What follows belongs to an exercise in optimizing a design on an open flow for small area, a short achievable clock period and few clock cycles; a production flow would make more cautious choices.
Only simulation tests tie the RTL to the original design; equivalence was not proved.
Power and IR drop assume default switching activity.

File: design/flow/config.mk
export PLATFORM = sky130hd
export DESIGN_NAME = SC_RISCV_32I
export DESIGN_NICKNAME = SC_RISCV_32I
export VERILOG_FILES = /design/flow/design.v
export SDC_FILE = /design/flow/constraint.sdc
export NUM_CORES = 4
export LEC_CHECK = 0
export CAP_MARGIN = 20
export CORE_MARGIN = 2
export CORE_UTILIZATION = 40
export PLACE_DENSITY = 0.6
export SLEW_MARGIN = 20
File: design/flow/constraint.sdc
create_clock -name core_clock -period 10.0 [get_ports {clk}]
set_input_delay 2.0000 -clock core_clock [delete_from_list [all_inputs] [get_ports {clk}]]
set_output_delay 2.0000 -clock core_clock [all_outputs]
set_load 0.01 [all_outputs]
File: design/flow/design.v
module Register_File(
    input         clk, rst,
    input  [4:0]  ra1, ra2,
    output [31:0] rd1, rd2,
    input         we,         
    input  [4:0]  wa,
    input  [31:0] wd
);
reg [31:0] rf [1:31];
reg [31:1] valid;
integer i;
always @(posedge clk) begin
    for (i = 1; i < 32; i = i + 1)
        if (we && wa == i) rf[i] <= wd;
end
always @(posedge clk or posedge rst) begin
    if (rst) valid <= 31'b0;
    else if (we) valid[wa] <= 1'b1;
end
wire [31:0] v = {valid, 1'b0};
wire [31:0] r1 = (ra1 == 5'd0) ? 32'b0 : rf[ra1];
wire [31:0] r2 = (ra2 == 5'd0) ? 32'b0 : rf[ra2];
assign rd1 = r1 & {32{v[ra1]}};
assign rd2 = r2 & {32{v[ra2]}};
endmodule
module SC_RISCV_32I(
    input         clk, rst,
    output [7:0]  imem_addr,
    input  [31:0] imem_data,
    output        dmem_we,
    output [1:0]  dmem_size,
    output [31:0] dmem_addr,
    output [31:0] dmem_wdata,
    input  [31:0] dmem_rdata
);
reg  [7:0]  pc;
reg  [31:0] ex_a, ex_b;           
reg  [11:0] ex_imm;
reg  [4:0]  ex_rd;
reg         ex_fwd_a, ex_fwd_b;   
reg         ex_use_imm, ex_sub, ex_arith;
reg  [7:0]  ex_sel;               
reg  [2:0]  ex_f3;
reg  [7:0]  ex_tgt, ex_fall;
reg         ex_t_ok, ex_f_ok;     
reg         ex_rw, ex_ld, ex_st, ex_br;    
reg  [31:0] mw_res, mw_sdata;
reg  [4:0]  mw_rd;
reg  [2:0]  mw_f3;
reg         mw_rw, mw_ld, mw_st;
wire [31:0] ins = imem_data;
assign imem_addr = pc;
wire [4:0] rs1 = ins[19:15];
wire [4:0] rs2 = ins[24:20];
wire [4:0] rd  = ins[11:7];
wire [2:0] f3  = ins[14:12];
wire d_br  = ins[6];
wire d_alu = ~ins[6] & ins[4];
wire d_r   = d_alu & ins[5];
wire d_ld  = ~ins[6] & ~ins[4] & ~ins[5];
wire d_st  = ~ins[6] & ~ins[4] & ins[5];
wire d_use2 = ins[5];
wire d_wr  = ~ins[6] & (ins[4] | ~ins[5]) & (rd != 5'd0);
wire d_use_imm = ~(ins[5] & (ins[4] | ins[6]));
wire [7:0] bimm = {ins[27:25], ins[11:8], 1'b0};
wire [7:0] d_tgt  = pc + bimm;
wire [7:0] d_fall = pc + 8'd4;
wire d_pred = d_br & ins[31];                
wire d_same = (bimm == 8'd4);                
wire stall = ex_ld & ((rs1 == ex_rd) | (d_use2 & (rs2 == ex_rd)));
wire [31:0] rf1, rf2;
wire [31:0] mw_wdata;
Register_File RF(
    .clk(clk), .rst(rst),
    .ra1(rs1), .ra2(rs2), .rd1(rf1), .rd2(rf2),
    .we(mw_rw), .wa(mw_rd), .wd(mw_wdata)
);
wire [31:0] d_a = (mw_rw && mw_rd == rs1) ? mw_wdata : rf1;
wire [31:0] d_b = (mw_rw && mw_rd == rs2) ? mw_wdata : rf2;
wire d_slt = d_alu & (f3 == 3'b010);
wire d_sltu = d_alu & (f3 == 3'b011);
wire d_sub = d_br | d_slt | d_sltu | (d_r & (f3 == 3'b000) & ins[30]);
wire [7:0] d_sel = d_alu ? (8'b1 << f3) : 8'b1;
wire [31:0] a  = ex_fwd_a ? mw_res : ex_a;
wire [31:0] bv = ex_fwd_b ? mw_res : ex_b;
wire [31:0] b  = ex_use_imm ? {{20{ex_imm[11]}}, ex_imm} : bv;
wire [32:0] sum = {1'b0, a} + {1'b0, b ^ {32{ex_sub}}} + {32'b0, ex_sub};
wire ltu = ~sum[32];
wire lt  = (a[31] == b[31]) ? sum[31] : a[31];
wire eq  = (a == b);
wire        left = ex_sel[1];
wire [31:0] a_rev;
genvar gi;
generate for (gi = 0; gi < 32; gi = gi + 1) begin : g_rev
    assign a_rev[gi] = a[31 - gi];
end endgenerate
wire [31:0] sh_in = left ? a_rev : a;
wire signed [32:0] sh_ext = {ex_arith & ~left & a[31], sh_in};
wire [32:0] sh_out = sh_ext >>> b[4:0];
wire [31:0] shr = sh_out[31:0];
wire [31:0] shl;
generate for (gi = 0; gi < 32; gi = gi + 1) begin : g_rev2
    assign shl[gi] = shr[31 - gi];
end endgenerate
wire [31:0] res =
      ({32{ex_sel[0]}} & sum[31:0])
    | ({32{ex_sel[1]}} & shl)
    | ({32{ex_sel[2]}} & {31'b0, lt})
    | ({32{ex_sel[3]}} & {31'b0, ltu})
    | ({32{ex_sel[4]}} & (a ^ b))
    | ({32{ex_sel[5]}} & shr)
    | ({32{ex_sel[6]}} & (a | b))
    | ({32{ex_sel[7]}} & (a & b));
wire taken = ex_f3[2] ? ((ex_f3[1] ? ltu : lt) ^ ex_f3[0]) : (eq ^ ex_f3[0]);
wire redirect = ex_br & (taken ? ~ex_t_ok : ~ex_f_ok);
wire [7:0] redirect_pc = taken ? ex_tgt : ex_fall;
assign dmem_we    = mw_st;
assign dmem_size  = mw_f3[1:0];
assign dmem_addr  = mw_res;
assign dmem_wdata = mw_sdata;
wire [31:0] ld_data;
assign ld_data[7:0]   = dmem_rdata[7:0];
assign ld_data[15:8]  = (mw_f3[1:0] == 2'b00) ? {8{~mw_f3[2] & dmem_rdata[7]}} : dmem_rdata[15:8];
assign ld_data[31:16] = (mw_f3[1:0] == 2'b10) ? dmem_rdata[31:16]
                      : (mw_f3[1:0] == 2'b01) ? {16{~mw_f3[2] & dmem_rdata[15]}}
                      :                         {16{~mw_f3[2] & dmem_rdata[7]}};
assign mw_wdata = mw_ld ? ld_data : mw_res;
always @(posedge clk or posedge rst) begin
    if (rst) begin
        pc <= 8'd0;
    end else if (redirect) begin
        pc <= redirect_pc;
    end else if (!stall) begin
        pc <= d_pred ? d_tgt : d_fall;
    end
end
wire bubble = redirect | stall;
always @(posedge clk or posedge rst) begin
    if (rst) begin
        ex_rw <= 1'b0; ex_ld <= 1'b0; ex_st <= 1'b0; ex_br <= 1'b0;
        mw_rw <= 1'b0; mw_st <= 1'b0;
    end else begin
        ex_rw <= ~bubble & d_wr;
        ex_ld <= ~bubble & d_ld & (rd != 5'd0);
        ex_st <= ~bubble & d_st;
        ex_br <= ~bubble & d_br;
        mw_rw <= ex_rw;
        mw_st <= ex_st;
    end
end
always @(posedge clk) begin
    ex_a       <= d_a;
    ex_b       <= d_b;
    ex_imm     <= d_st ? {ins[31:25], ins[11:7]} : ins[31:20];
    ex_rd      <= rd;
    ex_fwd_a   <= ex_rw & (ex_rd == rs1);
    ex_fwd_b   <= ex_rw & (ex_rd == rs2);
    ex_use_imm <= d_use_imm;
    ex_sub     <= d_sub;
    ex_arith   <= ins[30];
    ex_sel     <= d_sel;
    ex_f3      <= f3;
    ex_tgt     <= d_tgt;
    ex_fall    <= d_fall;
    ex_t_ok    <= d_pred | d_same;
    ex_f_ok    <= ~d_pred | d_same;
    mw_res     <= res;
    mw_sdata   <= bv;
    mw_rd      <= ex_rd;
    mw_f3      <= ex_f3;
    mw_ld      <= ex_ld;
end
endmodule
File: design/flow/run.sh
#!/bin/bash
# synth_recipe.tcl (not shown) runs the flow's synth.tcl, then flattens the netlist and writes it again
# the make line also repeats each setting of config.mk as NAME=value (left out here)
make -C /OpenROAD-flow-scripts/flow DESIGN_CONFIG=/design/flow/config.mk WORK_HOME=/design/flow/orfs CLKGATE_MAP_FILE= SYNTH_SCRIPT=/design/flow/synth_recipe.tcl finish
==> results of run 1 <==
## final timing paths
kind                            cells after the start  slack [ns]            to     start
worst max-delay path                               17        3.22         pc[0]  ex_fwd_b
min in group asynchronous                           2        1.70         pc[5]       rst
max in group asynchronous                           2        7.79  RF.valid[15]       rst
worst min-delay path                                0        0.38      mw_f3[1]  ex_f3[1]
worst min register to register                      0        0.38      mw_f3[1]  ex_f3[1]
worst max register to register                     17        3.22         pc[0]  ex_fwd_b
## registers in the layout (all words and copies together) (netlist names), 3 cells and up
register,count
RF.rf,992
RF.valid,31
ex_a,32
ex_b,32
ex_f3,3
ex_fall,8
ex_imm,12
ex_rd,5
ex_sel,8
ex_tgt,7
mw_f3,3
mw_rd,5
mw_res,32
mw_sdata,32
pc,8
## metrics by stage
stage / instance area [um2] / total power, mW / setup slack (ns) / cells
2_1_floorplan: 56600 / 7.44 / 5.09 / 4354
3_3_place_gp: 61200 / 8.42 / 3.35 / 6235
3_5_place_dp: 61200 / 8.44 / 3.28 / 6236
4_1_cts: 65500 / 13.3 / 3.29 / 6477
5_1_grt: 65600 / 13.7 / 2.96 / 6480
6_report: 65600 / 13.4 / 3.22 / 6485
## Yosys cell counts (all sizes together), types with 16 or more instances
| cell | instances | area (um2) |
|---|---|---|
| edfxtp | 992 | 29800 |
| a221oi | 329 | 2880 |
| xnor2 | 67 | 594 |
| a222oi | 64 | 641 |
| o21ai | 165 | 837 |
| nor2 | 199 | 747 |
| xor2 | 24 | 210 |
| a211oi | 16 | 125 |
| nor4 | 30 | 188 |
| a21oi | 97 | 485 |
| dfxtp | 186 | 3720 |
| o211ai | 23 | 178 |
| a22oi | 269 | 2020 |
| nor3 | 36 | 180 |
| mux2i | 116 | 1160 |
| inv | 127 | 479 |
| a22o | 289 | 2530 |
| ha | 116 | 1450 |
| o221ai | 34 | 298 |
| o22ai | 33 | 206 |
| mux4 | 48 | 1100 |
| mux2 | 49 | 556 |
| dfrtp | 45 | 1130 |
| a31oi | 23 | 144 |
| nand2 | 222 | 833 |
| clkbuf | 266 | 998 |
| nand4 | 130 | 813 |
| nand3 | 101 | 505 |
| nand2b | 24 | 150 |
| buf | 47 | 200 |
| a21o | 49 | 368 |
## worst max-delay path, stage by stage (launching register included)
cell	delay [ns]
dfxtp_2	0.31
buf_4	0.39
mux2_4	0.38
o21ai_4	0.13
buf_4	0.38
inv_4	0.21
o21ai_0	0.37
fa_1	0.29
nor2b_1	0.07
o21ai_0	0.65
nand4_1	0.24
a221oi_1	0.58
a211oi_1	0.30
o21ai_0	0.58
a211oi_2	0.23
xnor2_2	0.64
mux2i_2	0.48
mux2_1	0.36
## cell type report
cell class | instances | area, um2 | share of cell area, %
Antenna cell | 7 | 17.5 | 0.0267
Multi-Input combinational cell | 2690 | 21100 | 32.2
Timing Repair Buffer | 306 | 2660 | 4.05
Clock buffer | 170 | 3620 | 5.52
Clock inverter | 71 | 686 | 1.05
Sequential cell | 1223 | 34600 | 52.8
Tap cell | 1890 | 2360 | 3.60
Inverter | 128 | 484 | 0.738
## metal layers
layer | GRT usage [%] | wire (um) | part of all wire (%)
met1 | 43.0 | 89300 | 33
met2 | 51.4 | 109000 | 41
met4 | 22.9 | 23100 | 8.6
met3 | 16.3 | 44900 | 17
met5 | 1.16 | 663 | 0.25
## power groups by stage
stage	Combinational (mW)	Sequential [mW]	Clock, mW
finish	2.22	6.23	4.96
global route	2.32	6.25	5.14
CTS	2.12	6.23	4.94
detailed placement	2.11	6.33	0
global placement	2.09	6.33	0
floorplan	1.18	6.26	0
## logic make-up after synthesis
group	count (synthesis)	share of synthesized area [%]
compound gates	1452	19.8
xor+xnor	91	1.42
fa+ha+maj	118	2.64
buf+inv	441	2.97
flops	1223	61.2
mux	213	4.98
simple gates	816	6.95
==> impl_results.md, run 1 <==
- Crit Path Category: register to register
- Post-DRT Antenna Nets: 0
- First-pass GRT wire length: 362 mm
- Post-Route Utilization: 46.5%
- Syn. warnings: 35
- Nets@finish: 4665
- Hold slack: 0.379 ns
- Final worst path period need: 6.78 ns
- Hpwl dp: 151 mm
- Post-synth EDFFs: 992
- Final TNS setup: 0 ns
- All-Layer GR Usage: 35.7%
- Max FO, Critical Path: 32
- Power Dens Cells: 204 nW/um2
- # rows: 138
- Worst slew pin tran: 1.34 ns
- Final setup fails: 0
- Vias: 47700
- Combinational power share: 16.5%
- Initial antenna violation count: 11
- Psw: 3.84 mW
- WP data arrival: 7.43 ns
- Routed wire per std cell: 41.2 um
- Async set or reset register ratio after synthesis: 3.68%
- Detailed Routing Iterations Pass 1: 14
- Synth-to-layout area growth: 15.9%
- Drt drc: 0
- Clock Latency Late Sink: 0.78 ns
- Mapped cell area: 56600 um2
- TritonCTS sink count: 1223
- Min-Delay Path Class: register to register
- Worst vdd ir: 0.193 mV
- Hold Violations, Final: 0
- Clk network pwr share: 37.0%
- FF+latch count, synth: 1223
- Clk pin slew, worst setup/hold paths: 0.07 ns
- Syn Nets: 4538
- # port buffers: 136
- Routability cong.: 0.964
- H-tree depth: 4
- Die area: 144000 um2
- # fillers: 12500
- P_leak: 22.5 nW
- I/O pin total: 141
- Register area share after synthesis: 61.2%
- Rel. slew slack: 10.6%
- Sw Share: 28.7%
- Seq pwr share: 46.5%
- # resized after CTS: 0
- Drt total wl: 267 mm
- Commonest non-fill, non-tap cells in the layout: 992 x edfxtp_1, 329 x a221oi_1, 289 x a22o_1
- Synth unique cells: 77
- Postcts setup bufs: 0
- Final Cycle Share: 67.8%
- Clock skew: 0.0270 ns
- Vias/cell: 7.35
- RSZ-0062 raised after global routing: false
- Starting Density: 40.1%
- Core Footprint: 141000 um2
- Final Slew Violations: 0
- Commonest non-fill, non-tap cell in the layout: edfxtp_1
- Share of cells above drive strength 1: 13.1%
- Crit path required time: 10.65 ns
- Die height: 380 um
- Total gr overflow: 0
- Pin count of the biggest net entering global routing: 49
- Cts hold-fix bufs: 0
- Highest Clock Rate: 147 MHz
- Initial DRC Count: 10300
- Status: complete, no violations
- Prevailing post-synth register cell: edfxtp_1
- Internal Power: 9.57 mW
- Clock Tree Root: clkbuf_16
- TritonCTS clock tree: yes
- CP Launch Type: register
- Clk buf depth: 3
- Max-cap violations: 0
- Syn_area_per_cell: 13.0 um2
- Syn Inst Count: 4354
- CTS Buf Count: 132
- Die width: 380 um
- Vias in the first global route: 45000
- Critical Path End Type: register
Testbench counts, summed over its fixed seeds: cycles 27,471.
==> inputs of run 2 (changes only) <==
--- a/design/flow/design.v
+++ b/design/flow/design.v
@@ -35,13 +35,13 @@
 );
 reg  [7:0]  pc;
-reg  [31:0] ex_a, ex_b;           
-reg  [11:0] ex_imm;
+reg  [31:0] ex_a, ex_b, ex_s;     
 reg  [4:0]  ex_rd;
-reg         ex_fwd_a, ex_fwd_b;   
-reg         ex_use_imm, ex_sub, ex_arith;
+reg         ex_fwd_a, ex_fwd_b, ex_fwd_s;   
+reg         ex_sub, ex_arith;
 reg  [7:0]  ex_sel;               
 reg  [2:0]  ex_f3;
-reg  [7:0]  ex_tgt, ex_fall;
-reg         ex_t_ok, ex_f_ok;     
+reg  [7:0]  ex_alt;               
+reg  [2:0]  ex_bsel;              
+reg         ex_bpol;              
 reg         ex_rw, ex_ld, ex_st, ex_br;    
 reg  [31:0] mw_res, mw_sdata;
@@ -66,5 +66,5 @@
 wire [7:0] d_tgt  = pc + bimm;
 wire [7:0] d_fall = pc + 8'd4;
-wire d_pred = d_br & ins[31];                
+wire d_pred = d_br & (ins[31] | (f3 == 3'b001) | (f3 == 3'b101) | (f3 == 3'b111));
 wire d_same = (bimm == 8'd4);                
 wire stall = ex_ld & ((rs1 == ex_rd) | (d_use2 & (rs2 == ex_rd)));
@@ -82,7 +82,8 @@
 wire d_sub = d_br | d_slt | d_sltu | (d_r & (f3 == 3'b000) & ins[30]);
 wire [7:0] d_sel = d_alu ? (8'b1 << f3) : 8'b1;
+wire [31:0] d_imm = d_st ? {{20{ins[31]}}, ins[31:25], ins[11:7]} : {{20{ins[31]}}, ins[31:20]};
 wire [31:0] a  = ex_fwd_a ? mw_res : ex_a;
-wire [31:0] bv = ex_fwd_b ? mw_res : ex_b;
-wire [31:0] b  = ex_use_imm ? {{20{ex_imm[11]}}, ex_imm} : bv;
+wire [31:0] b  = ex_fwd_b ? mw_res : ex_b;
+wire [31:0] sd = ex_fwd_s ? mw_res : ex_s;
 wire [32:0] sum = {1'b0, a} + {1'b0, b ^ {32{ex_sub}}} + {32'b0, ex_sub};
 wire ltu = ~sum[32];
@@ -112,7 +113,5 @@
     | ({32{ex_sel[6]}} & (a | b))
     | ({32{ex_sel[7]}} & (a & b));
-wire taken = ex_f3[2] ? ((ex_f3[1] ? ltu : lt) ^ ex_f3[0]) : (eq ^ ex_f3[0]);
-wire redirect = ex_br & (taken ? ~ex_t_ok : ~ex_f_ok);
-wire [7:0] redirect_pc = taken ? ex_tgt : ex_fall;
+wire redirect = ex_br & (((ex_bsel[0] & eq) | (ex_bsel[1] & lt) | (ex_bsel[2] & ltu)) ^ ex_bpol);
 assign dmem_we    = mw_st;
 assign dmem_size  = mw_f3[1:0];
@@ -130,5 +129,5 @@
         pc <= 8'd0;
     end else if (redirect) begin
-        pc <= redirect_pc;
+        pc <= ex_alt;
     end else if (!stall) begin
         pc <= d_pred ? d_tgt : d_fall;
@@ -151,20 +150,19 @@
 always @(posedge clk) begin
     ex_a       <= d_a;
-    ex_b       <= d_b;
-    ex_imm     <= d_st ? {ins[31:25], ins[11:7]} : ins[31:20];
+    ex_b       <= d_use_imm ? d_imm : d_b;
+    ex_s       <= d_b;
     ex_rd      <= rd;
     ex_fwd_a   <= ex_rw & (ex_rd == rs1);
-    ex_fwd_b   <= ex_rw & (ex_rd == rs2);
-    ex_use_imm <= d_use_imm;
+    ex_fwd_b   <= ex_rw & (ex_rd == rs2) & ~d_use_imm;
+    ex_fwd_s   <= ex_rw & (ex_rd == rs2);
     ex_sub     <= d_sub;
     ex_arith   <= ins[30];
     ex_sel     <= d_sel;
     ex_f3      <= f3;
-    ex_tgt     <= d_tgt;
-    ex_fall    <= d_fall;
-    ex_t_ok    <= d_pred | d_same;
-    ex_f_ok    <= ~d_pred | d_same;
+    ex_alt     <= d_pred ? d_fall : d_tgt;
+    ex_bsel    <= d_same ? 3'b000 : {f3[2] & f3[1], f3[2] & ~f3[1], ~f3[2]};
+    ex_bpol    <= d_same ? 1'b0 : (f3[0] ^ d_pred);
     mw_res     <= res;
-    mw_sdata   <= bv;
+    mw_sdata   <= sd;
     mw_rd      <= ex_rd;
     mw_f3      <= ex_f3;
--- a/design/flow/config.mk
+++ b/design/flow/config.mk
@@ -8,5 +8,6 @@
 export CAP_MARGIN = 20
 export CORE_MARGIN = 2
-export CORE_UTILIZATION = 40
-export PLACE_DENSITY = 0.6
+export CORE_UTILIZATION = 35
+export PLACE_DENSITY = 0.55
+export SETUP_SLACK_MARGIN = 5
 export SLEW_MARGIN = 20
==> impl_results.md, run 2 <==
- Synth area leaders: edfxtp_1 51%, dfxtp_1 7.0%, a22oi_1 5.9%, a221oi_1 3.2%, a22o_1 2.8%
- # port buffers: 136 (unchanged)
- Final setup fails: 0 (unchanged)
- Post-synth top area share: 51.3% (-1.3 points)
- Clock skew: 0.0367 ns (+0.00967 ns)
- Initial antenna violation count: 19 (+8)
- Hpwl dp: 165 mm (+9.7%)
- Clk buf depth: 3 (unchanged)
- Post-synth top area cell: edfxtp_1
- # fillers: 15300 (+23%)
- Die area: 169000 um2 (+17%)
- Max-cap violations: 0 (unchanged)
- Clk pin slew, worst setup/hold paths: 0.06 ns (about the same)
- Status: complete, no violations
- Commonest cells in the netlist: 992 x edfxtp_1, 459 x a22oi_1, 317 x nand2_1
- Biggest register: RF.rf
- Mapped cell area: 58100 um2 (+2.6%)
- Die height: 411 um (+8.2%)
- Highest Clock Rate: 188 MHz (+27%)
- Rel. slew slack: 21.7% (+11 points)
- Placed insts: 6729 (+7.9%)
- Max FO, Critical Path: 23 (-28%)
- Setup WS pre-CTS: 3.22 ns (-0.0631 ns)
- Final WS setup: 4.67 ns (+1.45 ns)
- Design area: 68300 um2 (+4.1%)
- FF+latch count, synth: 1239 (+1.3%)
- Post-placement cell area: 63100 um2 (+3.0%)
- Hold Crit Depth: 0 (unchanged)
- Worst R2R Path Depth: 13 (-4)
- Largest family of logic cells by synthesized area: compound AO/OA/AOI/OAI gates
- Hold Violations, Final: 0 (unchanged)
- Final TNS setup: 0 ns (unchanged)
- Clock Tree Root: clkbuf_16
- Post-DRT Antenna Nets: 0 (unchanged)
- Post-synthesis simple-gate area fraction: 7.82% (+0.87 points)
- All-Layer GR Usage: 33.1% (-2.6 points)
- CP Launch Type: primary input
- Max reg flops: 992 (unchanged)
- CP Cell Sequence: clkdlybuf4s50_1 -> nand2_2 -> nor2_4 -> buf_12 -> a22oi_1 -> and3_1 -> nand4_1 -> o22ai_1 -> o31ai_1 -> mux2_2
- Pin count of the biggest net entering global routing: 54 (+10%)
- Crit path required time: 10.72 ns (+0.07 ns)
- Metal2 WL: 119 mm (+8.7%)
- Slowest stage delay, CP: 0.80 ns (+0.15 ns)
- Final Cycle Share: 53.3% (-14 points)
- Syn_area_per_cell: 12.8 um2 (-1.9%)
- First-pass GRT wire length: 389 mm (+7.3%)
- Count leader, synth: edfxtp_1
- Routability cong.: 0.950 (-1.4%)
- TritonCTS sink count: 1239 (+1.3%)
- Drt drc: 0 (unchanged)
- Async set or reset register ratio after synthesis: 3.63% (-0.048 points)
- WP data arrival: 6.05 ns (-1.38 ns)
- Min-Delay Path Class: register to register
- TritonCTS clock tree: yes
- Total chip power: 13.7 mW (+1.9%)
- CTS Buf Count: 133 (+0.76%)
- Synth Area in Compound Gates: 18.9% (-0.94 points)
- Worst slew pin tran: 1.17 ns (-0.167 ns)
- Adder-cell share of the synthesized area: 2.57% (-0.067 points)
- Prevailing post-synth register cell: edfxtp_1
- I/O pin total: 141 (unchanged)
- Detailed Routing Iterations Pass 1: 12 (-2)
- Vias in the first global route: 46400 (+3.1%)
- Commonest non-fill, non-tap cells in the layout: 992 x edfxtp_1, 459 x a22oi_1, 314 x nand2_1
- Post-synth EDFFs: 992 (unchanged)
- P_leak: 23.4 nW (+4.0%)
- Xor-xnor portion of the synthesized cell area: 1.34% (-0.079 points)
- Final worst path period need: 5.33 ns (-1.45 ns)
- Synth unique cells: 84 (+9.1%)
- Worst vdd ir: 0.159 mV (-18%)
- Hold slack: 0.324 ns (-0.0547 ns)
- Die width: 411 um (+8.2%)
- Synth-to-layout area growth: 17.6%
- Syn Inst Count: 4554 (+4.6%)
- H-tree depth: 4 (unchanged)
- Total gr overflow: 0 (unchanged)
- Post-Route Utilization: 41.4% (-5.1 points)
- Power Dens Cells: 200 nW/um2 (-2.1%)
- Final Slew Violations: 0 (unchanged)
- Core Footprint: 165000 um2 (+17%)
- Share of cells above drive strength 1: 16.1% (+3.0 points)
- Met3 WL: 45.9 mm (+2.1%)
- Critical Path End Type: register
- Drt total wl: 288 mm (+7.9%)
- Mux contribution to synthesized area: 5.86% (+0.88 points)
- Commonest non-fill, non-tap cell in the layout: edfxtp_1
- Clock Latency Late Sink: 0.80 ns (+0.02 ns)
- Nets@finish: 4922 (+5.5%)
- Metal-1 WL: 100 mm (+12%)
- Crit Path Category: primary input to register
- # rows: 149 (+8.0%)
- Starting Density: 35.2% (-4.9 points)
- Initial DRC Count: 9655 (-5.9%)
- Vias: 49300 (+3.3%)
- Uppermost layer routed: met5
- Vias/cell: 7.00 (-4.8%)
- Cts hold-fix bufs: 0 (unchanged)
- Syn. warnings: 35 (unchanged)
- Finished Layout Cells: 7037 (+8.5%)
- Register area share after synthesis: 60.2% (-1.0 points)
- RSZ-0062 raised after global routing: true
- Slowest-stage cell, CP: clkdlybuf4s50_1
- Syn Nets: 4738 (+4.4%)
- Routed wire per std cell: 41.0 um (-0.57%)
run 2: kinds of logic after synthesis:
logic type,Yosys count
AO/OA/AOI/OAI,1428
flip-flops,1239
AND/OR/NAND/NOR,954
buffers and inverters,464
multiplexers,262
adder cells (fa/ha/maj),118
XOR/XNOR,89
run 2: critical path: cells and delay by family:
kind / cells / cell delay, ns
multiplexers: 1 / 0.28
buffers and inverters: 2 / 1.14
AO/OA/AOI/OAI: 3 / 1.14
AND/OR/NAND/NOR: 4 / 1.45
run 2: worst paths after layout:
path / end / slack (ns) / start
worst min-delay path: mw_f3[0] / 0.32 / ex_f3[0]
worst max register to register: pc[1] / 5.24 / ex_fwd_a
max in group asynchronous: RF.valid[14] / 7.70 / rst
worst min register to register: mw_f3[0] / 0.32 / ex_f3[0]
worst max-delay path: ex_b[30] / 4.67 / imem_data[24]
min in group asynchronous: pc[3] / 1.74 / rst
run 2: final cells by class:
| class | count | area (um2) | share of cell area (%) |
|---|---|---|---|
| tap | 2189 | 2740 | 4.01 |
| antenna | 7 | 17.5 | 0.0257 |
| multi-input combinational | 2851 | 22300 | 32.7 |
| clock inverter | 70 | 662 | 0.969 |
| sequential | 1239 | 35000 | 51.2 |
| timing repair buffer | 380 | 3460 | 5.06 |
| inverter | 133 | 505 | 0.740 |
| clock buffer | 168 | 3640 | 5.33 |
run 2: what timing repair did:
| item | in CTS | in global routing |
|---|---|---|
| endpoints found under the setup margin | 112 | 73 |
| resized for setup | 56 | 29 |
| setup buffers | 38 | 24 |
| pin swaps | 18 | 12 |
run 2: report_power, final:
part	switching, mW	total (mW)	leakage, nW	internal, mW
logic	1.57	2.34	10.1	0.768
registers	0.242	6.34	11.2	6.10
clock network	2.16	4.99	2.10	2.82
total	3.97	13.7	23.4	9.68
run 2: layer usage:
metal  vias up  GRT usage (%)
met4        24           20.0
met3      1361           13.9
li1      18800              -
met2      4888           48.2
met1     24200           40.8
met5         -          0.113
Testbench counts of run 2, summed over its fixed seeds: cycles 27,146.

[static timing again, ports no longer ideal]
Ports are ideal in the flow. The routed layouts listed here were re-timed in OpenROAD.
Step 1, drivers: a clkbuf_16 drives clk and a buf_2 each remaining input, both assumed.
Step 2 times the ports against the registers' clock, not the clock port: input delays grow and output delays shrink by t, the midpoint of the rising clock arrivals with the driver on.
Three values: ideal ports, drivers, drivers and shift; two values: the first two.
run	t, ns	slack for setup (ns)	clock arrival spread, ns	worst register clock-pin slew, ns	cell pins on the clock port's net
run 1	0.844	3.219 / 3.219 / 3.219	0.031 / 0.030	0.07 / 0.07	1
run 2	0.859	4.668 / 4.653 / 3.794	0.038 / 0.038	0.07 / 0.07	1
After both steps setup and hold are still met in every run listed. For run 2, which loses most, drivers alone change the setup slack by -0.015 ns; drivers and shift together by -0.874 ns.
